This design comes from an exercise in tuning for small area, a short achievable clock period and few clock cycles on the open sky130 flow, not from production work.
Function was checked by simulation only, so behaviour that the tests miss may differ from the original.
Power and IR drop assume default switching activity.

== rev 12 ==
Design top_set, start of the top module:
module top_set #(
	parameter N = 64	 
)(
	input			clk,
	input			rst_n,
	input[7:0]		input_axi_data,
	input			input_axi_keep,
	input			input_axi_last,
	input			input_axi_valid,
	input			output_axi_ready,
	input signed[7:0]	coe_00_in,
	input signed[7:0]	coe_01_in,
	input signed[7:0]	coe_02_in,
	input signed[7:0]	coe_10_in,
	input signed[7:0]	coe_11_in,
	input signed[7:0]	coe_12_in,
	input signed[7:0]	coe_20_in,
	input signed[7:0]	coe_21_in,
	input signed[7:0]	coe_22_in,
	output			input_axi_ready,
	output[7:0]		output_axi_data,
	output			output_axi_valid,
	output			output_axi_last,
	output			output_axi_keep,
	output			sc1_window_en
);
For scale: roughly 3200 cells after synthesis, about 99 I/O pins, about 43000 um2 of cells after synthesis.
clock: 7.0 ns
lec_check: 0
cap_margin: 20
core_margin: 2
core_utilization: 40
cts_buf_list: sky130_fd_sc_hd__clkbuf_16
cts_cluster_diameter: 100
cts_cluster_size: 24
setup_slack_margin: 4.1
slew_margin: 20
run.sh (not shown) runs the stock make flow with config.mk's settings and CLKGATE_MAP_FILE= SYNTH_SCRIPT=/design/flow/synth_recipe.tcl, a recipe that flattens the netlist after the stock synthesis.
Testbench counts of rev 12, summed over its fixed seeds: cycles 133,344.
[inputs] rev 13 vs rev 12
Settings: a deleted CTS_BUF_LIST that had been sky130_fd_sc_hd__clkbuf_16; a deleted CTS_CLUSTER_SIZE that had been 24; a deleted CTS_CLUSTER_DIAMETER that had been 100.
--- outcome ---
When rev 13 is set beside rev 12, its static leakage turns out to be 0.97 nW larger.
Compared with rev 12, in rev 13 total power density per cell area has increased; non-clock buffer total of the final layout has remained practically unchanged; post-placement setup slack saw little to no change; detailed-route wire length moved up.

* * *

## try-nickel
top_set again, from the RTL that the note above started with.
## top_set
module top_set #(
	parameter N = 64	 
)(
	input			clk,
	input			rst_n,
	input[7:0]		input_axi_data,
	input			input_axi_keep,
	input			input_axi_last,
	input			input_axi_valid,
	input			output_axi_ready,
	input signed[7:0]	coe_00_in,
	input signed[7:0]	coe_01_in,
	input signed[7:0]	coe_02_in,
	input signed[7:0]	coe_10_in,
	input signed[7:0]	coe_11_in,
	input signed[7:0]	coe_12_in,
	input signed[7:0]	coe_20_in,
	input signed[7:0]	coe_21_in,
	input signed[7:0]	coe_22_in,
	output			input_axi_ready,
	output[7:0]		output_axi_data,
	output			output_axi_valid,
	output			output_axi_last,
	output			output_axi_keep,
	output			sc1_window_en
);
export LEC_CHECK = 0
export CAP_MARGIN = 20
export CORE_MARGIN = 2
export CORE_UTILIZATION = 60
export CTS_BUF_LIST = sky130_fd_sc_hd__clkbuf_16
export CTS_CLUSTER_DIAMETER = 105
export CTS_CLUSTER_SIZE = 27
export SETUP_SLACK_MARGIN = 4.35
export SLEW_MARGIN = 20
create_clock -name core_clock -period 7.0 [get_ports {clk}]
standard.sh (not shown) runs the stock make flow with config.mk's settings and CLKGATE_MAP_FILE= SYNTH_SCRIPT=/design/flow/synth_recipe.tcl, a recipe that flattens the netlist after the stock synthesis.
==> flow/flow/run.sh <==
#!/bin/bash
# Layout flow: the standard flow, with two changes to how the layout is
# made (the design, the constraints and the standard synthesis are unchanged):
#  1. after the standard synthesis, flow/polarity.py removes the inverters
#     that Yosys's full-adder extraction leaves between full adders, by
#     choosing for each full adder whether it works on true or complemented
#     signals (FA(~a,~b,~c) = ~FA(a,b,c)); registers are not touched;
#  2. the ports are buffered with sky130_fd_sc_hd__buf_1 cells.
# Each tool's output goes to a log file of its own in this folder.
set -euo pipefail
R=orfs/results/sky130hd/top_set/base
bash standard.sh synth > standard_synth.log 2>&1
cp $R/1_2_yosys.v $R/1_2_yosys.standard.v
python3 flow/polarity.py $R/1_2_yosys.standard.v $R/1_2_yosys.v > polarity.log 2>&1
rm -f $R/1_synth.odb $R/1_synth.sdc
export BUFFER_PORTS_ARGS="-buffer_cell sky130_fd_sc_hd__buf_1"
bash standard.sh > standard_layout.log 2>&1
Other scripts of this flow, unchanged in this note and not shown: flow/flow/polarity.py
The final layout from try-nickel, which completed every stage, passed the timing, DRC and antenna checks at the end of the flow.
Testbench counts of try-nickel, summed over its fixed seeds: cycles 133,344.
Input-level comparison between try-indigo and try-nickel:
# try-nickel
export LEC_CHECK = 0
export CAP_MARGIN = 20
export CORE_MARGIN = 2
export CORE_UTILIZATION = 60
export CTS_BUF_LIST = sky130_fd_sc_hd__clkbuf_16
export CTS_CLUSTER_DIAMETER = 105
export CTS_CLUSTER_SIZE = 27
export SETUP_SLACK_MARGIN = 4.35
export SLEW_MARGIN = 20
create_clock -name core_clock -period 7.0 [get_ports {clk}]
# try-indigo
export LEC_CHECK = 0
export CAP_MARGIN = 20
export CORE_MARGIN = 2
export CORE_UTILIZATION = 60
export CTS_BUF_LIST = sky130_fd_sc_hd__clkbuf_16
export CTS_CLUSTER_DIAMETER = 100
export CTS_CLUSTER_SIZE = 24
export SETUP_SLACK_MARGIN = 4.2
export SLEW_MARGIN = 20
create_clock -name core_clock -period 7.0 [get_ports {clk}]
- The relative contribution of the clock network to total power reported for try-indigo is greater than that of try-nickel by 2.3 points.
- Delta (try-indigo minus try-nickel): final core area utilization now sits lower; maximum clock frequency decreased about 0.56%; clock network area share has increased.
- Number of ordinary and repair buffers in the finished layout (try-indigo vs. try-nickel) decreases by a few percent
- The I/O pin count of try-nickel and that of try-indigo are within noise of each other.
- Compared to try-nickel, try-indigo shows a narrower setup margin.
- Between try-nickel and try-indigo, the difference in overall global routing resource usage is negligible.
- The wire length reported by the detailed router of try-indigo and that of try-nickel are within noise of each other.
Input changes introduced in try-quartz (baseline for comparison: try-indigo):
# try-indigo
export LEC_CHECK = 0
export CAP_MARGIN = 20
export CORE_MARGIN = 2
export CORE_UTILIZATION = 60
export CTS_BUF_LIST = sky130_fd_sc_hd__clkbuf_16
export CTS_CLUSTER_DIAMETER = 100
export CTS_CLUSTER_SIZE = 24
export SETUP_SLACK_MARGIN = 4.2
export SLEW_MARGIN = 20
create_clock -name core_clock -period 7.0 [get_ports {clk}]
# try-quartz
export LEC_CHECK = 0
export CAP_MARGIN = 20
export CORE_MARGIN = 2
export CORE_UTILIZATION = 40
export SETUP_SLACK_MARGIN = 4.1
export SLEW_MARGIN = 20
create_clock -name core_clock -period 7.0 [get_ports {clk}]
Notes after the runs:
Sequential cell area share in try-quartz is 3.5 points below try-indigo.
Per the comparison of try-quartz with try-indigo, final critical path time including I/O delays and setup moved down, number of iterations in the first detailed-routing pass moved up, number of clock sinks seen by CTS level, share of final layout cell area taken by clock buffers and inverters moved up, global-route wire length before repair moved down.
The multi-input gate area in the final layout was comparable across try-indigo and try-quartz.
try-quartz: critical path depth is 1 higher than what try-indigo reported.
Of try-indigo and try-quartz, the run reporting the higher count of nets after finishing was try-quartz.
Total power (higher): try-quartz

-- re-timing with driven ports --
Ports are ideal in the flow. The routed layouts listed here were re-timed in OpenROAD. Step 1 sets driving cells, clkbuf_16 on the clock port and buf_2 on the other inputs (assumed; they add their load-dependent delay and slew). Step 2 times the ports against the registers' clock, not the clock port: input delays grow and output delays shrink by t, the midpoint of the rising clock arrivals with the driver on. a / b / c = ideal ports / drivers / drivers and shift; a / b = the first two.
| run | t, ns | slack for setup (ns) | worst hold slack (ns) | pins driven straight from the clock port |
|---|---|---|---|---|
| rev 12 | 0.719 | 4.193 / 4.138 / 4.159 | 0.304 / 0.304 / 0.304 | 1 |
| rev 13 | 0.757 | 4.159 / 4.103 / 4.159 | 0.304 / 0.304 / 0.304 | 1 |
| try-nickel | 0.710 | 4.200 / 4.159 / 4.159 | 0.318 / 0.318 / 0.318 | 1 |
| try-indigo | 0.720 | 4.184 / 4.159 / 4.159 | 0.294 / 0.294 / 0.294 | 1 |
| try-quartz | 0.756 | 4.192 / 4.159 / 4.159 | 0.298 / 0.298 / 0.298 | 1 |
After both steps setup and hold are still met in every run listed. The setup slack of try-nickel, which loses most, moves by -0.041 ns with the drivers and by -0.041 ns with both steps.
